This design comes from an exercise in tuning for small area and a short achievable clock period on the open sky130 flow, not from production work. The RTL was checked by simulation tests, not by an equivalence proof against the original design. Power and IR drop assume default switching activity.

$ cat flow/design.v
module mux2_1 #(
    parameter WIDTH = 32  
)(
    input      [WIDTH-1:0] in0,  
    input      [WIDTH-1:0] in1,  
    input                  sel,  
    output reg [WIDTH-1:0] out  
);
    always @(*) begin 
        case (sel) 
            1'b0: out = in0; 
            1'b1: out = in1;
            default: out = {WIDTH{1'b0}};  
        endcase
    end
endmodule
module mux3_1 #(
    parameter WIDTH = 32  
)(
    input      [WIDTH-1:0] in0,  
    input      [WIDTH-1:0] in1,  
    input      [WIDTH-1:0] in2,  
    input      [1:0]         sel,
    output reg [WIDTH-1:0] out
);
    always @(*) begin
        case (sel)
            2'b00:   out = in0;
            2'b01:   out = in1;
            2'b10:   out = in2;
            default: out = {WIDTH{1'b0}};  
        endcase
    end
endmodule
module Unidade_Controle_Principal (
    input  [6:0] opcode,     
    output reg    RegWrite,  
    output reg    ALUSrc,    
    output reg    MemToReg,  
    output reg    MemRead,   
    output reg    MemWrite,  
    output reg    Branch,    
    output reg [1:0] ALUOp
);
    always @(*) begin
        RegWrite = 1'b0; ALUSrc = 1'b0; MemToReg = 1'b0; MemRead  = 1'b0;
        MemWrite = 1'b0; Branch = 1'b0; ALUOp    = 2'b00;  
        case (opcode)
            7'b0110011: begin
                RegWrite = 1'b1; ALUSrc = 1'b0; MemToReg = 1'b0; MemRead = 1'b0;
                MemWrite = 1'b0; Branch = 1'b0; ALUOp    = 2'b10;  
            end
            7'b0000011: begin
                RegWrite = 1'b1; ALUSrc = 1'b1; MemToReg = 1'b1; MemRead = 1'b1;
                MemWrite = 1'b0; Branch = 1'b0; ALUOp    = 2'b00;  
            end
            7'b0010011: begin
                RegWrite = 1'b1; ALUSrc = 1'b1; MemToReg = 1'b0; MemRead = 1'b0;
                MemWrite = 1'b0; Branch = 1'b0; ALUOp    = 2'b11;  
            end
            7'b0100011: begin
                RegWrite = 1'b0; ALUSrc = 1'b1; MemToReg = 1'b0;  
                MemRead  = 1'b0; MemWrite = 1'b1; Branch = 1'b0; ALUOp    = 2'b00;  
            end
            7'b1100011: begin
                RegWrite = 1'b0; ALUSrc = 1'b0; MemToReg = 1'b0;  
                MemRead  = 1'b0; MemWrite = 1'b0; Branch = 1'b1; ALUOp    = 2'b01;  
            end
        endcase
    end
endmodule
module Unidade_Controle_ULA (
    input  [1:0]  ALUOp,                 
    input  [6:0]  funct7,                
    input  [2:0]  funct3,                
    output reg [3:0]  alu_control_out    
);
    localparam ALU_AND = 4'b0000, ALU_OR  = 4'b0001, ALU_ADD = 4'b0010, ALU_SUB = 4'b0100, ALU_SRL = 4'b0101;
    always @(*) begin
        case (ALUOp)
            2'b00: alu_control_out = ALU_ADD;  
            2'b01: alu_control_out = ALU_SUB;  
            2'b11: alu_control_out = ALU_AND;  
            2'b10: begin                       
                case (funct3)
                    3'b000: if (funct7 == 7'b0100000) alu_control_out = ALU_SUB; else alu_control_out = ALU_ADD;  
                    3'b110: alu_control_out = ALU_OR;
                    3'b101: if (funct7 == 7'b0000000) alu_control_out = ALU_SRL; else alu_control_out = ALU_AND;
                    default: alu_control_out = ALU_AND; 
                endcase
            end
            default: alu_control_out = ALU_AND;
        endcase
    end
endmodule
module ULA (
    input  [31:0] in1, in2, 
    input  [3:0]  ula_control,
    output reg [31:0] ula_result,
    output reg        zero_flag
);
    always @(*)
    begin
        case(ula_control)
            4'b0000: ula_result = in1 & in2;     
            4'b0001: ula_result = in1 | in2;     
            4'b0010: ula_result = in1 + in2;     
            4'b0100: ula_result = in1 - in2;     
            4'b0101: ula_result = in1 >> in2;    
            4'b0011: ula_result = in1 << in2;    
            4'b0110: ula_result = in1 * in2;     
            4'b0111: ula_result = in1 ^ in2;     
            4'b1000: begin                       
                if(in1 < in2)
                    ula_result = 32'd1;
                else
                    ula_result = 32'd0;
            end
            default: ula_result = 32'h00000000;  
        endcase
        if (ula_result == 32'd0)
            zero_flag = 1'b1;
        else
            zero_flag = 1'b0;
    end
endmodule
module Forwarding_Unit (
    input EX_MEM_RegWrite,
    input [4:0] EX_MEM_rd,
    input MEM_WB_RegWrite,
    input [4:0] MEM_WB_rd,
    input [4:0] ID_EX_rs1,
    input [4:0] ID_EX_rs2,
    output reg [1:0] ForwardA,
    output reg [1:0] ForwardB
);
    always @(*) begin
        if (EX_MEM_RegWrite && (EX_MEM_rd != 5'b0) && (EX_MEM_rd == ID_EX_rs1)) begin
            ForwardA = 2'b01;  
        end else if (MEM_WB_RegWrite && (MEM_WB_rd != 5'b0) && (MEM_WB_rd == ID_EX_rs1)) begin
            ForwardA = 2'b10;  
        end else begin
            ForwardA = 2'b00;  
        end
        if (EX_MEM_RegWrite && (EX_MEM_rd != 5'b0) && (EX_MEM_rd == ID_EX_rs2)) begin
            ForwardB = 2'b01;  
        end else if (MEM_WB_RegWrite && (MEM_WB_rd != 5'b0) && (MEM_WB_rd == ID_EX_rs2)) begin
            ForwardB = 2'b10;  
        end else begin
            ForwardB = 2'b00;  
        end
    end
endmodule
module Hazard_Detection_Unit (
    input [4:0] IF_ID_rs1,
    input [4:0] IF_ID_rs2,
    input ID_EX_MemRead,
    input [4:0] ID_EX_rd,
    output reg PC_Stall,      
    output reg IF_ID_Stall,   
    output reg ID_EX_Bubble   
);
    always @(*) begin
        if (ID_EX_MemRead &&  
           ( (ID_EX_rd == IF_ID_rs1) || (ID_EX_rd == IF_ID_rs2) ) &&  
           (ID_EX_rd != 5'b0) )  
        begin
            PC_Stall = 1'b1;
            IF_ID_Stall = 1'b1;
            ID_EX_Bubble = 1'b1;
        end else begin
            PC_Stall = 1'b0;
            IF_ID_Stall = 1'b0;
            ID_EX_Bubble = 1'b0;
        end
    end
endmodule
module REG_FILE(
    input  [4:0]  read_reg_num1,
    input  [4:0]  read_reg_num2,
    input  [4:0]  write_reg,
    input  [31:0] write_data,
    output [31:0] read_data1,
    output [31:0] read_data2,
    input         regwrite,
    input         clock,
    input         reset
);
    wire [1023:0] reg_flat;
    assign read_data1 = (read_reg_num1 == 5'b0) ? 32'b0 : reg_flat[32*read_reg_num1 +: 32];
    assign read_data2 = (read_reg_num2 == 5'b0) ? 32'b0 : reg_flat[32*read_reg_num2 +: 32];
    genvar g;
    generate
        for (g = 0; g < 32; g = g + 1) begin : g_reg
            reg [31:0] q;
            always @(posedge clock or posedge reset) begin
                if (reset)
                    q <= g;
                else if (regwrite && (write_reg != 5'b0) && (write_reg == g))
                    q <= write_data;
            end
            assign reg_flat[32*g +: 32] = q;
        end
    endgenerate
endmodule
module stage_if (
    input         clock,
    input         reset,
    input         pc_stall,
    input         branch_taken,
    input  [31:0] branch_target_addr,
    input  [31:0] imem_data,
    output [31:0] instruction,
    output [31:0] pc_current
);
    reg  [31:0] r_pc_current;
    wire [31:0] w_pc_next, w_pc_plus_4;
    always @(posedge clock or posedge reset) begin
        if (reset)
            r_pc_current <= 32'b0;
        else if (!pc_stall)
            r_pc_current <= w_pc_next;
    end
    assign pc_current = r_pc_current;
    assign w_pc_plus_4 = pc_current + 32'd4;
    mux2_1 #( .WIDTH(32) ) u_mux_pc (
        .in0(w_pc_plus_4),
        .in1(branch_target_addr),
        .sel(branch_taken),
        .out(w_pc_next)
    );
    assign instruction = imem_data;
endmodule
module reg_if_id (
    input         clock,
    input         reset,
    input         if_id_stall,
    input         branch_taken,
    input  [31:0] in_instruction,
    input  [31:0] in_pc,
    output reg [31:0] out_instruction,
    output reg [31:0] out_pc
);
    always @(posedge clock or posedge reset) begin
        if (reset) begin
            out_instruction <= 32'h00000013;  
            out_pc          <= 32'b0;
        end else if (!if_id_stall) begin
            out_instruction <= branch_taken ? 32'h00000013 : in_instruction;
            out_pc          <= in_pc;
        end
    end
endmodule
module stage_id (
    input         clock,
    input         reset,
    input  [31:0] if_id_instruction,
    input         mem_wb_regwrite,
    input  [4:0]  mem_wb_rd,
    input  [31:0] wb_write_data,
    output [4:0]  id_rs1,
    output [4:0]  id_rs2,
    output [31:0] id_read_data_1,
    output [31:0] id_read_data_2,
    output [31:0] id_immediate,
    output        id_regwrite,
    output        id_alusrc,
    output        id_memtoreg,
    output        id_memread,
    output        id_memwrite,
    output        id_branch,
    output [1:0]  id_aluop,
    output [4:0]  id_rd,
    output [2:0]  id_funct3,
    output [6:0]  id_funct7
);
    wire [6:0] opcode = if_id_instruction[6:0];
    assign id_rs1    = if_id_instruction[19:15];
    assign id_rs2    = if_id_instruction[24:20];
    assign id_rd     = if_id_instruction[11:7];
    assign id_funct7 = if_id_instruction[31:25];
    assign id_funct3 = if_id_instruction[14:12];
    Unidade_Controle_Principal u_main_control (
        .opcode(opcode),
        .RegWrite(id_regwrite), .ALUSrc(id_alusrc), .MemToReg(id_memtoreg),
        .MemRead(id_memread), .MemWrite(id_memwrite), .Branch(id_branch),
        .ALUOp(id_aluop)
    );
    REG_FILE u_regfile (
        .clock(clock), .reset(reset),
        .regwrite(mem_wb_regwrite),
        .read_reg_num1(id_rs1),
        .read_reg_num2(id_rs2),
        .write_reg(mem_wb_rd),
        .write_data(wb_write_data),
        .read_data1(id_read_data_1),
        .read_data2(id_read_data_2)
    );
    assign id_immediate = (opcode == 7'b0100011) ? {{20{if_id_instruction[31]}}, if_id_instruction[31:25], if_id_instruction[11:7]} :
                          (opcode == 7'b1100011) ? {{20{if_id_instruction[31]}}, if_id_instruction[7], if_id_instruction[30:25], if_id_instruction[11:8], 1'b0} :
                                                   {{20{if_id_instruction[31]}}, if_id_instruction[31:20]};
endmodule
module reg_id_ex (
    input         clock,
    input         reset,
    input         branch_taken,
    input         id_ex_bubble,
    input  [31:0] in_pc,
    input  [31:0] in_read_data_1,
    input  [31:0] in_read_data_2,
    input  [31:0] in_immediate,
    input  [4:0]  in_rs1,
    input  [4:0]  in_rs2,
    input  [4:0]  in_rd,
    input  [2:0]  in_funct3,
    input  [6:0]  in_funct7,
    input         in_regwrite,
    input         in_alusrc,
    input         in_memtoreg,
    input         in_memread,
    input         in_memwrite,
    input         in_branch,
    input  [1:0]  in_aluop,
    output reg [31:0] out_pc,
    output reg [31:0] out_read_data_1,
    output reg [31:0] out_read_data_2,
    output reg [31:0] out_immediate,
    output reg [4:0]  out_rs1,
    output reg [4:0]  out_rs2,
    output reg [4:0]  out_rd,
    output reg [2:0]  out_funct3,
    output reg [6:0]  out_funct7,
    output reg        out_regwrite,
    output reg        out_alusrc,
    output reg        out_memtoreg,
    output reg        out_memread,
    output reg        out_memwrite,
    output reg        out_branch,
    output reg [1:0]  out_aluop
);
    always @(posedge clock or posedge reset) begin
        if (reset) begin
            out_regwrite <= 0; out_alusrc <= 0; out_memtoreg <= 0;
            out_memread  <= 0; out_memwrite <= 0; out_branch <= 0;
            out_aluop    <= 0;
            out_rd <= 0;
        end else if (branch_taken || id_ex_bubble) begin
            out_regwrite <= 0; out_alusrc <= 0; out_memtoreg <= 0;
            out_memread  <= 0; out_memwrite <= 0; out_branch <= 0;
            out_aluop    <= 0;
            out_rd <= 0;
        end else begin
            out_pc            <= in_pc;
            out_read_data_1   <= in_read_data_1;
            out_read_data_2   <= in_read_data_2;
            out_immediate     <= in_immediate;
            out_rs1           <= in_rs1;
            out_rs2           <= in_rs2;
            out_rd            <= in_rd;
            out_funct3        <= in_funct3;
            out_funct7        <= in_funct7;
            out_regwrite      <= in_regwrite;
            out_alusrc        <= in_alusrc;
            out_memtoreg      <= in_memtoreg;
            out_memread       <= in_memread;
            out_memwrite      <= in_memwrite;
            out_branch        <= in_branch;
            out_aluop         <= in_aluop;
        end
    end
endmodule
module stage_ex (
    input  [31:0] id_ex_pc,
    input  [31:0] id_ex_read_data_1,
    input  [31:0] id_ex_read_data_2,
    input  [31:0] id_ex_immediate,
    input  [1:0]  forward_a,
    input  [1:0]  forward_b,
    input         id_ex_alusrc,
    input  [1:0]  id_ex_aluop,
    input  [6:0]  id_ex_funct7,
    input  [2:0]  id_ex_funct3,
    input  [31:0] ex_mem_alu_result_fwd,
    input  [31:0] wb_write_data_fwd,
    output [31:0] ex_alu_result,
    output        ex_zero_flag,
    output [31:0] ex_branch_target_addr,
    output [31:0] ex_write_data_mem
);
    wire [3:0]  final_alu_control;
    wire [31:0] alu_input_1, alu_input_2_forwarded, alu_input_2_final;
    mux3_1 #( .WIDTH(32) ) u_mux_fwd_a (
        .in0(id_ex_read_data_1),
        .in1(ex_mem_alu_result_fwd),
        .in2(wb_write_data_fwd),
        .sel(forward_a),
        .out(alu_input_1)
    );
    mux3_1 #( .WIDTH(32) ) u_mux_fwd_b (
        .in0(id_ex_read_data_2),
        .in1(ex_mem_alu_result_fwd),
        .in2(wb_write_data_fwd),
        .sel(forward_b),
        .out(alu_input_2_forwarded)
    );
    assign ex_write_data_mem = alu_input_2_forwarded;
    mux2_1 #( .WIDTH(32) ) u_mux_alusrc (
        .in0(alu_input_2_forwarded),
        .in1(id_ex_immediate),
        .sel(id_ex_alusrc),
        .out(alu_input_2_final)
    );
    Unidade_Controle_ULA u_alu_control (
        .ALUOp(id_ex_aluop),
        .funct7(id_ex_funct7),
        .funct3(id_ex_funct3),
        .alu_control_out(final_alu_control)
    );
    ULA u_alu (
        .in1(alu_input_1),
        .in2(alu_input_2_final),
        .ula_control(final_alu_control),
        .ula_result(ex_alu_result),
        .zero_flag(ex_zero_flag)
    );
    assign ex_branch_target_addr = id_ex_pc + id_ex_immediate;
endmodule
module reg_ex_mem (
    input         clock,
    input         reset,
    input  [31:0] in_alu_result,
    input  [31:0] in_write_data_mem,
    input  [4:0]  in_rd,
    input         in_zero_flag,
    input         in_regwrite,
    input         in_memtoreg,
    input         in_memread,
    input         in_memwrite,
    input         in_branch,
    output reg [31:0] out_alu_result,
    output reg [31:0] out_write_data_mem,
    output reg [4:0]  out_rd,
    output reg        out_zero_flag,
    output reg        out_regwrite,
    output reg        out_memtoreg,
    output reg        out_memread,
    output reg        out_memwrite,
    output reg        out_branch
);
    always @(posedge clock or posedge reset) begin
        if (reset) begin
            out_regwrite <= 1'b0; out_memtoreg <= 1'b0;
            out_memread  <= 1'b0; out_memwrite <= 1'b0;
            out_branch   <= 1'b0; out_rd       <= 5'b0;
        end else begin
            out_alu_result    <= in_alu_result;
            out_write_data_mem<= in_write_data_mem;
            out_rd            <= in_rd;
            out_zero_flag     <= in_zero_flag;
            out_regwrite      <= in_regwrite;
            out_memtoreg      <= in_memtoreg;
            out_memread       <= in_memread;
            out_memwrite      <= in_memwrite;
            out_branch        <= in_branch;
        end
    end
endmodule
module stage_mem (
    input         clock,
    input         ex_mem_memwrite,
    input         ex_mem_memread,
    input  [31:0] ex_mem_alu_result,
    input  [31:0] ex_mem_write_data_mem,
    input  [31:0] dmem_rdata,
    output [31:0] mem_read_data,
    output [31:0] dmem_addr,
    output [31:0] dmem_wdata,
    output        dmem_we,
    output        dmem_re
);
    assign dmem_addr     = ex_mem_alu_result;
    assign dmem_wdata    = ex_mem_write_data_mem;
    assign dmem_we       = ex_mem_memwrite;
    assign dmem_re       = ex_mem_memread;
    assign mem_read_data = dmem_rdata;
endmodule
module reg_mem_wb (
    input         clock,
    input         reset,
    input  [31:0] in_mem_read_data,
    input  [31:0] in_alu_result,
    input  [4:0]  in_rd,
    input         in_regwrite,
    input         in_memtoreg,
    output reg [31:0] out_mem_read_data,
    output reg [31:0] out_alu_result,
    output reg [4:0]  out_rd,
    output reg        out_regwrite,
    output reg        out_memtoreg
);
    always @(posedge clock or posedge reset) begin
        if (reset) begin
            out_regwrite <= 1'b0;
            out_memtoreg <= 1'b0;
            out_rd       <= 5'b0;
        end else begin
            out_mem_read_data <= in_mem_read_data;
            out_alu_result    <= in_alu_result;
            out_rd            <= in_rd;
            out_regwrite      <= in_regwrite;
            out_memtoreg      <= in_memtoreg;
        end
    end
endmodule
module stage_wb (
    input         mem_wb_memtoreg,
    input  [31:0] mem_wb_mem_read_data,
    input  [31:0] mem_wb_alu_result,
    output [31:0] wb_write_data_to_regfile
);
    mux2_1 #( .WIDTH(32) ) u_mux_wb (
        .in0(mem_wb_alu_result),
        .in1(mem_wb_mem_read_data),
        .sel(mem_wb_memtoreg),
        .out(wb_write_data_to_regfile)
    );
endmodule
module processador_pipeline_modular(
    input clock,
    input reset,
    output [31:0] imem_addr,
    input  [31:0] imem_data,
    output [31:0] dmem_addr,
    output [31:0] dmem_wdata,
    output        dmem_we,
    output        dmem_re,
    input  [31:0] dmem_rdata
);
    wire [31:0] w_if_instruction, w_if_pc;
    wire [31:0] w_if_id_instruction, w_if_id_pc;
    wire [31:0] w_id_read_data_1, w_id_read_data_2, w_id_immediate;
    wire [4:0]  w_id_rs1, w_id_rs2, w_id_rd;
    wire [2:0]  w_id_funct3;
    wire [6:0]  w_id_funct7;
    wire        w_id_regwrite, w_id_alusrc, w_id_memtoreg, w_id_memread, w_id_memwrite, w_id_branch;
    wire [1:0]  w_id_aluop;
    wire [31:0] w_id_ex_pc, w_id_ex_read_data_1, w_id_ex_read_data_2, w_id_ex_immediate;
    wire [4:0]  w_id_ex_rs1, w_id_ex_rs2, w_id_ex_rd;
    wire [2:0]  w_id_ex_funct3;
    wire [6:0]  w_id_ex_funct7;
    wire        w_id_ex_regwrite, w_id_ex_alusrc, w_id_ex_memtoreg, w_id_ex_memread, w_id_ex_memwrite, w_id_ex_branch;
    wire [1:0]  w_id_ex_aluop;
    wire [31:0] w_ex_alu_result, w_ex_branch_target_addr, w_ex_write_data_mem;
    wire        w_ex_zero_flag;
    wire [31:0] w_ex_mem_alu_result, w_ex_mem_write_data_mem;
    wire [4:0]  w_ex_mem_rd;
    wire        w_ex_mem_zero_flag;
    wire        w_ex_mem_regwrite, w_ex_mem_memtoreg, w_ex_mem_memread, w_ex_mem_memwrite, w_ex_mem_branch;
    wire [31:0] w_mem_read_data;
    wire [31:0] w_mem_wb_mem_read_data, w_mem_wb_alu_result;
    wire [4:0]  w_mem_wb_rd;
    wire        w_mem_wb_regwrite, w_mem_wb_memtoreg;
    wire [31:0] w_wb_write_data_to_regfile;
    wire w_pc_stall, w_if_id_stall, w_id_ex_bubble;
    wire w_branch_taken;
    wire [1:0] w_forward_a, w_forward_b;
    assign imem_addr = w_if_pc;
    assign w_branch_taken = w_ex_mem_branch & w_ex_mem_zero_flag;
    Hazard_Detection_Unit u_hazard_detection (
        .IF_ID_rs1(w_id_rs1), .IF_ID_rs2(w_id_rs2),
        .ID_EX_MemRead(w_id_ex_memread), .ID_EX_rd(w_id_ex_rd),
        .PC_Stall(w_pc_stall),
        .IF_ID_Stall(w_if_id_stall),
        .ID_EX_Bubble(w_id_ex_bubble)
    );
    Forwarding_Unit u_forwarding (
        .EX_MEM_RegWrite(w_ex_mem_regwrite), .EX_MEM_rd(w_ex_mem_rd),
        .MEM_WB_RegWrite(w_mem_wb_regwrite), .MEM_WB_rd(w_mem_wb_rd),
        .ID_EX_rs1(w_id_ex_rs1), .ID_EX_rs2(w_id_ex_rs2),
        .ForwardA(w_forward_a), .ForwardB(w_forward_b)
    );
    stage_if u_stage_if (
        .clock(clock), .reset(reset),
        .pc_stall(w_pc_stall),
        .branch_taken(w_branch_taken),
        .branch_target_addr(w_ex_branch_target_addr),
        .imem_data(imem_data),
        .instruction(w_if_instruction),
        .pc_current(w_if_pc)
    );
    reg_if_id u_reg_if_id (
        .clock(clock), .reset(reset),
        .if_id_stall(w_if_id_stall),
        .branch_taken(w_branch_taken),
        .in_instruction(w_if_instruction),
        .in_pc(w_if_pc),
        .out_instruction(w_if_id_instruction),
        .out_pc(w_if_id_pc)
    );
    stage_id u_stage_id (
        .clock(clock), .reset(reset),
        .if_id_instruction(w_if_id_instruction),
        .mem_wb_regwrite(w_mem_wb_regwrite),
        .mem_wb_rd(w_mem_wb_rd),
        .wb_write_data(w_wb_write_data_to_regfile),
        .id_rs1(w_id_rs1), .id_rs2(w_id_rs2),
        .id_read_data_1(w_id_read_data_1), .id_read_data_2(w_id_read_data_2),
        .id_immediate(w_id_immediate),
        .id_regwrite(w_id_regwrite), .id_alusrc(w_id_alusrc), .id_memtoreg(w_id_memtoreg),
        .id_memread(w_id_memread), .id_memwrite(w_id_memwrite), .id_branch(w_id_branch),
        .id_aluop(w_id_aluop),
        .id_rd(w_id_rd), .id_funct3(w_id_funct3), .id_funct7(w_id_funct7)
    );
    reg_id_ex u_reg_id_ex (
        .clock(clock), .reset(reset),
        .branch_taken(w_branch_taken),
        .id_ex_bubble(w_id_ex_bubble),
        .in_pc(w_if_id_pc), .in_read_data_1(w_id_read_data_1), .in_read_data_2(w_id_read_data_2),
        .in_immediate(w_id_immediate),
        .in_rs1(w_id_rs1), .in_rs2(w_id_rs2), .in_rd(w_id_rd),
        .in_funct3(w_id_funct3), .in_funct7(w_id_funct7),
        .in_regwrite(w_id_regwrite), .in_alusrc(w_id_alusrc), .in_memtoreg(w_id_memtoreg),
        .in_memread(w_id_memread), .in_memwrite(w_id_memwrite), .in_branch(w_id_branch),
        .in_aluop(w_id_aluop),
        .out_pc(w_id_ex_pc), .out_read_data_1(w_id_ex_read_data_1), .out_read_data_2(w_id_ex_read_data_2),
        .out_immediate(w_id_ex_immediate),
        .out_rs1(w_id_ex_rs1), .out_rs2(w_id_ex_rs2), .out_rd(w_id_ex_rd),
        .out_funct3(w_id_ex_funct3), .out_funct7(w_id_ex_funct7),
        .out_regwrite(w_id_ex_regwrite), .out_alusrc(w_id_ex_alusrc), .out_memtoreg(w_id_ex_memtoreg),
        .out_memread(w_id_ex_memread), .out_memwrite(w_id_ex_memwrite), .out_branch(w_id_ex_branch),
        .out_aluop(w_id_ex_aluop)
    );
    stage_ex u_stage_ex (
        .id_ex_pc(w_id_ex_pc), .id_ex_read_data_1(w_id_ex_read_data_1), .id_ex_read_data_2(w_id_ex_read_data_2),
        .id_ex_immediate(w_id_ex_immediate),
        .forward_a(w_forward_a), .forward_b(w_forward_b),
        .id_ex_alusrc(w_id_ex_alusrc), .id_ex_aluop(w_id_ex_aluop),
        .id_ex_funct7(w_id_ex_funct7), .id_ex_funct3(w_id_ex_funct3),
        .ex_mem_alu_result_fwd(w_ex_mem_alu_result),
        .wb_write_data_fwd(w_wb_write_data_to_regfile),
        .ex_alu_result(w_ex_alu_result), .ex_zero_flag(w_ex_zero_flag),
        .ex_branch_target_addr(w_ex_branch_target_addr),
        .ex_write_data_mem(w_ex_write_data_mem)
    );
    reg_ex_mem u_reg_ex_mem (
        .clock(clock), .reset(reset),
        .in_alu_result(w_ex_alu_result), .in_write_data_mem(w_ex_write_data_mem),
        .in_rd(w_id_ex_rd), .in_zero_flag(w_ex_zero_flag),
        .in_regwrite(w_id_ex_regwrite), .in_memtoreg(w_id_ex_memtoreg),
        .in_memread(w_id_ex_memread), .in_memwrite(w_id_ex_memwrite), .in_branch(w_id_ex_branch),
        .out_alu_result(w_ex_mem_alu_result), .out_write_data_mem(w_ex_mem_write_data_mem),
        .out_rd(w_ex_mem_rd), .out_zero_flag(w_ex_mem_zero_flag),
        .out_regwrite(w_ex_mem_regwrite), .out_memtoreg(w_ex_mem_memtoreg),
        .out_memread(w_ex_mem_memread), .out_memwrite(w_ex_mem_memwrite), .out_branch(w_ex_mem_branch)
    );
    stage_mem u_stage_mem (
        .clock(clock),
        .ex_mem_memwrite(w_ex_mem_memwrite),
        .ex_mem_memread(w_ex_mem_memread),
        .ex_mem_alu_result(w_ex_mem_alu_result),
        .ex_mem_write_data_mem(w_ex_mem_write_data_mem),
        .dmem_rdata(dmem_rdata),
        .mem_read_data(w_mem_read_data),
        .dmem_addr(dmem_addr),
        .dmem_wdata(dmem_wdata),
        .dmem_we(dmem_we),
        .dmem_re(dmem_re)
    );
    reg_mem_wb u_reg_mem_wb (
        .clock(clock), .reset(reset),
        .in_mem_read_data(w_mem_read_data),
        .in_alu_result(w_ex_mem_alu_result),
        .in_rd(w_ex_mem_rd),
        .in_regwrite(w_ex_mem_regwrite),
        .in_memtoreg(w_ex_mem_memtoreg),
        .out_mem_read_data(w_mem_wb_mem_read_data),
        .out_alu_result(w_mem_wb_alu_result),
        .out_rd(w_mem_wb_rd),
        .out_regwrite(w_mem_wb_regwrite),
        .out_memtoreg(w_mem_wb_memtoreg)
    );
    stage_wb u_stage_wb (
        .mem_wb_memtoreg(w_mem_wb_memtoreg),
        .mem_wb_mem_read_data(w_mem_wb_mem_read_data),
        .mem_wb_alu_result(w_mem_wb_alu_result),
        .wb_write_data_to_regfile(w_wb_write_data_to_regfile)
    );
endmodule
$ cat flow/run.sh
#!/bin/bash
# synth_recipe.tcl (not shown) runs the flow's synth.tcl, then flattens the netlist and writes it again
# the make line also repeats each setting of config.mk as NAME=value (left out here)
make -C /OpenROAD-flow-scripts/flow DESIGN_CONFIG=/design/flow/config.mk WORK_HOME=/design/flow/orfs CLKGATE_MAP_FILE= SYNTH_SCRIPT=/design/flow/synth_recipe.tcl finish
$ cat flow/config.mk
export PLATFORM = sky130hd
export DESIGN_NAME = processador_pipeline_modular
export DESIGN_NICKNAME = processador_pipeline_modular
export VERILOG_FILES = /design/flow/design.v
export SDC_FILE = /design/flow/constraint.sdc
export NUM_CORES = 4
export LEC_CHECK = 0
export CAP_MARGIN = 20
export CORE_MARGIN = 2
export CORE_UTILIZATION = 40
export SLEW_MARGIN = 20
$ cat flow/constraint.sdc
create_clock -name core_clock -period 13.0 [get_ports {clock}]
set_input_delay 2.6000 -clock core_clock [delete_from_list [all_inputs] [get_ports {clock}]]
set_output_delay 2.6000 -clock core_clock [all_outputs]
set_load 0.01 [all_outputs]
==> run notes <==
status=no timing/DRC/antenna violations; CTS clk-pin slew, worst paths=60 ps; post-synthesis compound-gate area fraction=0.1470; Clock Latency Late Sink=820 ps; vias in the first global route=57460; Clock power frac=0.416; initial DRC count=6447; Final Slew Violations=0; leakage power=35.13 nW; DPL Wire Length=167.5 mm; die span in y=439.0 microns; syn avg cell area=10.63 sq um; Final setup viols=0; Final min period=8674 ps; WHS Endpoint=u_reg_ex_mem.out_branch; Setup crit end kind=register; RR Endpoint=u_reg_ex_mem.out_zero_flag; drt pass-1 iters=8; pin count of the biggest net entering global routing=174; Switch Pwr=3.004 mW; Fillers=17324; Hold Crit Start=u_reg_id_ex.out_branch; unrepaired setup endpoints after global routing=no; Pwr Density=128.3 mW/mm^2; VDD IR max=0.1081 mV; Clock Skew=36.98 ps; number of cell rows=159; Warnings, synthesis=13; syn nets=7317; fin crit share=0.6672; Post-Layout Cell Count=9495; Die X=439.0 microns; Peak Freq=115.3 MHz; Hold Fails Final Rpt=0; first-pass GRT wire length=395.5 mm; synthesized cell area=0.07570 sq mm; combinational share of power=0.128; Post-synth EDFFs=251; Tightest Hold Check Type=register to register; relative slew slack=0.2149; flops & latches, synth=1399; register area share after synthesis=0.4804; switching portion of total power=0.2760; CP Data Arrival Time=9350 ps; Ports=164; Placed Cells=9201; vias=58602; share of layout cells above drive strength 1=0.1735; die area=0.1927 sq mm; Total GRT Usage=0.2779; Pint=7.878 mW; Num Clock Sinks=1399; setup ws final=4326 ps; Post-Synth XOR/XNOR Area=0.01273; post-place setup slack=4382 ps; GPL Wtd Cong=0.9917; CP required=13670 ps; main combinational cell family by area after synthesis=multiplexers; CTS tree=done; final WL=270.0 mm; CTS max path bufs=3; buffers added on ports=163; CTS Hold Bufs=0; simple-gate share of the synthesized area=0.1109; r2r startpoint=u_reg_mem_wb.out_memtoreg; Post-Synthesis Cells=7121; DR DRC count=0; distinct cell type count after synthesis=102; Root Buffer Master=clkbuf_16; final core occ=0.4511; wire per inst=28.44 microns; Syn-to-layout area delta=12.04%; Starting Density=0.4027; Register Area=0.03641 sq mm; WS Path Type=register to register; H-tree depth=4; initial antenna violation count=9; number of max-cap violations=0; number of buffers created by CTS=154; ys flop type=dfrtp_1; worst slew pin tran=1178 ps; mux contribution to synthesized area=0.1838; hold_ws=357.2 ps; Reg2Reg Depth=24; Antenna Nets Post-Route=0; Flop pwr share=0.457; asr flop ratio synth=0.8206; Resized cells post-CTS=0; Final nets=7062; area of the multi-input gates=0.03659 sq mm; r2r setup slk=4330 ps; setup TNS=0 ps; GRT overflow=0; Crit Path Max Fanout=39; post-CTS setup buffers=0; Critical Path Source Type=register; Worst Hold Depth=0; core area=0.1880 sq mm; Synth Area in Adders=0.02169; via/cell ratio=6.172
[cell families after synthesis]
family / Yosys count
and+or+nand+nor: 1962
AOI/OAI and AO/OA: 1901
DFF: 1399
buffers and inverters: 831
muxes: 788
adders and majority gates: 130
xor gates and xnor gates: 110
[per-layer routing]
layer / vias up / wire length (microns) / global-route usage
met3: 678 / 22510 / 0.04931
met2: 2796 / 123800 / 0.4338
li1: 25411 / - / -
met5: - / 14 / 0.001241
met4: 2 / 13560 / 0.1240
met1: 29715 / 110200 / 0.3792
[state kept, by name (all words and copies together), names as in the netlist, 13 cells and up]
register and cells:
u_stage_if.r_pc_current 32, u_reg_id_ex.out_read_data_2 32, u_reg_id_ex.out_pc 32, u_reg_mem_wb.out_mem_read_data 32
u_reg_if_id.out_instruction 32, u_reg_id_ex.out_read_data_1 32, u_reg_id_ex.out_immediate 13, u_reg_ex_mem.out_alu_result 32
u_reg_if_id.out_pc 32, u_reg_ex_mem.out_write_data_mem 32, u_stage_id.u_regfile.g.q 1024, u_reg_mem_wb.out_alu_result 32
[how the worst max path moves through the flow]
stage / slack, ps / cells past startpoint / end / start
floorplan: -11020 / 1 / u_reg_ex_mem.out_alu_result[0] / reset
global placement: 4370 / 25 / u_reg_ex_mem.out_zero_flag / u_reg_mem_wb.out_memtoreg
detailed placement: 4380 / 24 / u_reg_ex_mem.out_zero_flag / u_reg_mem_wb.out_memtoreg
CTS: 4390 / 24 / u_reg_ex_mem.out_zero_flag / u_reg_mem_wb.out_memtoreg
global route: 3730 / 25 / u_reg_ex_mem.out_zero_flag / u_reg_mem_wb.out_memtoreg
finish: 4330 / 24 / u_reg_ex_mem.out_zero_flag / u_reg_mem_wb.out_memtoreg
[area by class of cell]
class / instances / share of cell area
repair buffers: 330 / 0.03669
multi-input cells: 4891 / 0.4314
diodes: 1 / 0.00002951
clock buffers: 223 / 0.05296
clock inverters: 66 / 0.008733
well taps: 2495 / 0.03681
inverters: 90 / 0.004027
flip-flops and latches: 1399 / 0.4293
[cell usage in the layout, fill, tap and decap left out, types with 76 or more instances in the layout]
| master | count |
|---|---|
| nor3_1 | 84 |
| a21oi_1 | 777 |
| mux4_2 | 472 |
| buf_4 | 149 |
| mux2_2 | 89 |
| nand3_1 | 93 |
| o22ai_1 | 76 |
| clkdlybuf4s50_1 | 163 |
| edfxtp_1 | 251 |
| dfstp_2 | 83 |
| nand2_1 | 763 |
| ha_1 | 128 |
| o21ai_0 | 616 |
| clkbuf_16 | 161 |
| dfrtp_1 | 1053 |
| mux2i_1 | 192 |
| nor2_1 | 735 |
[cells in the mapped netlist, types with 19 or more instances]
library cell	count	share of area
dfrtp_1	1065	0.35
a211o_1	22	0.0025
xor2_1	35	0.0040
o221ai_1	46	0.0053
a31oi_1	21	0.0017
nand3_1	94	0.0062
xnor2_1	75	0.0087
nand4_1	59	0.0049
buf_1	91	0.0045
mux2_2	89	0.013
o211ai_1	23	0.0023
ha_1	128	0.021
a211oi_1	34	0.0034
o31ai_1	46	0.0046
clkbuf_1	600	0.030
a21oi_1	777	0.051
o22ai_1	76	0.0063
mux4_2	472	0.14
buf_2	32	0.0021
nor2_1	747	0.037
a21o_1	19	0.0019
a221oi_1	52	0.0060
dfstp_2	83	0.029
edfxtp_1	251	0.10
o21ai_0	618	0.041
nand2b_1	21	0.0017
nand2_1	773	0.038
and3_1	64	0.0053
nor3_1	89	0.0059
o21a_1	23	0.0023
inv_1	71	0.0035
mux2i_1	224	0.030
[power groups by stage]
stage	combinational, mW	sequential [mW]	clock [mW]
floorplan	0.911	4.93	0
global placement	1.36	5.03	0
detailed placement	1.37	5.04	0
CTS	1.38	4.96	4.60
global route	1.50	4.98	4.78
finish	1.39	4.97	4.52
[per-stage QoR]
stage / cell area [sq um] / total power [mW]
CTS: 84730 / 10.94
detailed placement: 79500 / 6.410
global route: 84810 / 11.26
global placement: 79460 / 6.389
floorplan: 75700 / 5.845
finish: 84810 / 10.88
[worst max-delay path, cell delays in order, from the launching register on]
cell       delay [ps]
dfrtp_4           710
buf_4             620
mux2i_4           920
and3_1            340
o31ai_4           110
mux2i_4           170
buf_4             440
ha_1              340
nand4_1           340
o21ai_0           320
xnor2_1           100
ha_1              340
a21o_1            220
a2111oi_0         720
o21a_1            270
nand3_1           120
a31oi_1           220
a21oi_1           200
a311oi_1          340
xor2_1            190
o221ai_1          160
or4_1             590
nor4_1            420
nand4b_1          180
nor3_2            130

## what the ideal ports hide
In the flow no input, the clock included, has a driving cell. The finished layout below was timed again as built, in two steps. Step 1 (the two cells are an assumption about what drives the block):
set clk [get_ports {clock}]
set_driving_cell -lib_cell sky130_fd_sc_hd__clkbuf_16 $clk
set_driving_cell -lib_cell sky130_fd_sc_hd__buf_2 [delete_from_list [all_inputs] $clk]
Step 2 adds t to the input delays and takes it off the output delays; t is the mean of the earliest and latest rising clock arrival at the registers after step 1. Input paths then give back, and output paths get back, about the clock's delay inside the block. a / b / c = ideal ports / drivers / drivers and shift; a / b = the first two.
t, ns: 0.892
slack for setup (ns): 4.326 / 4.326 / 4.326
hold WS [ns]: 0.357 / 0.357 / 0.357
worst setup path at the end: register to register
After both steps this run still meets setup and hold. For this run, drivers alone change the setup slack by 0.000 ns; drivers and shift together by 0.000 ns.
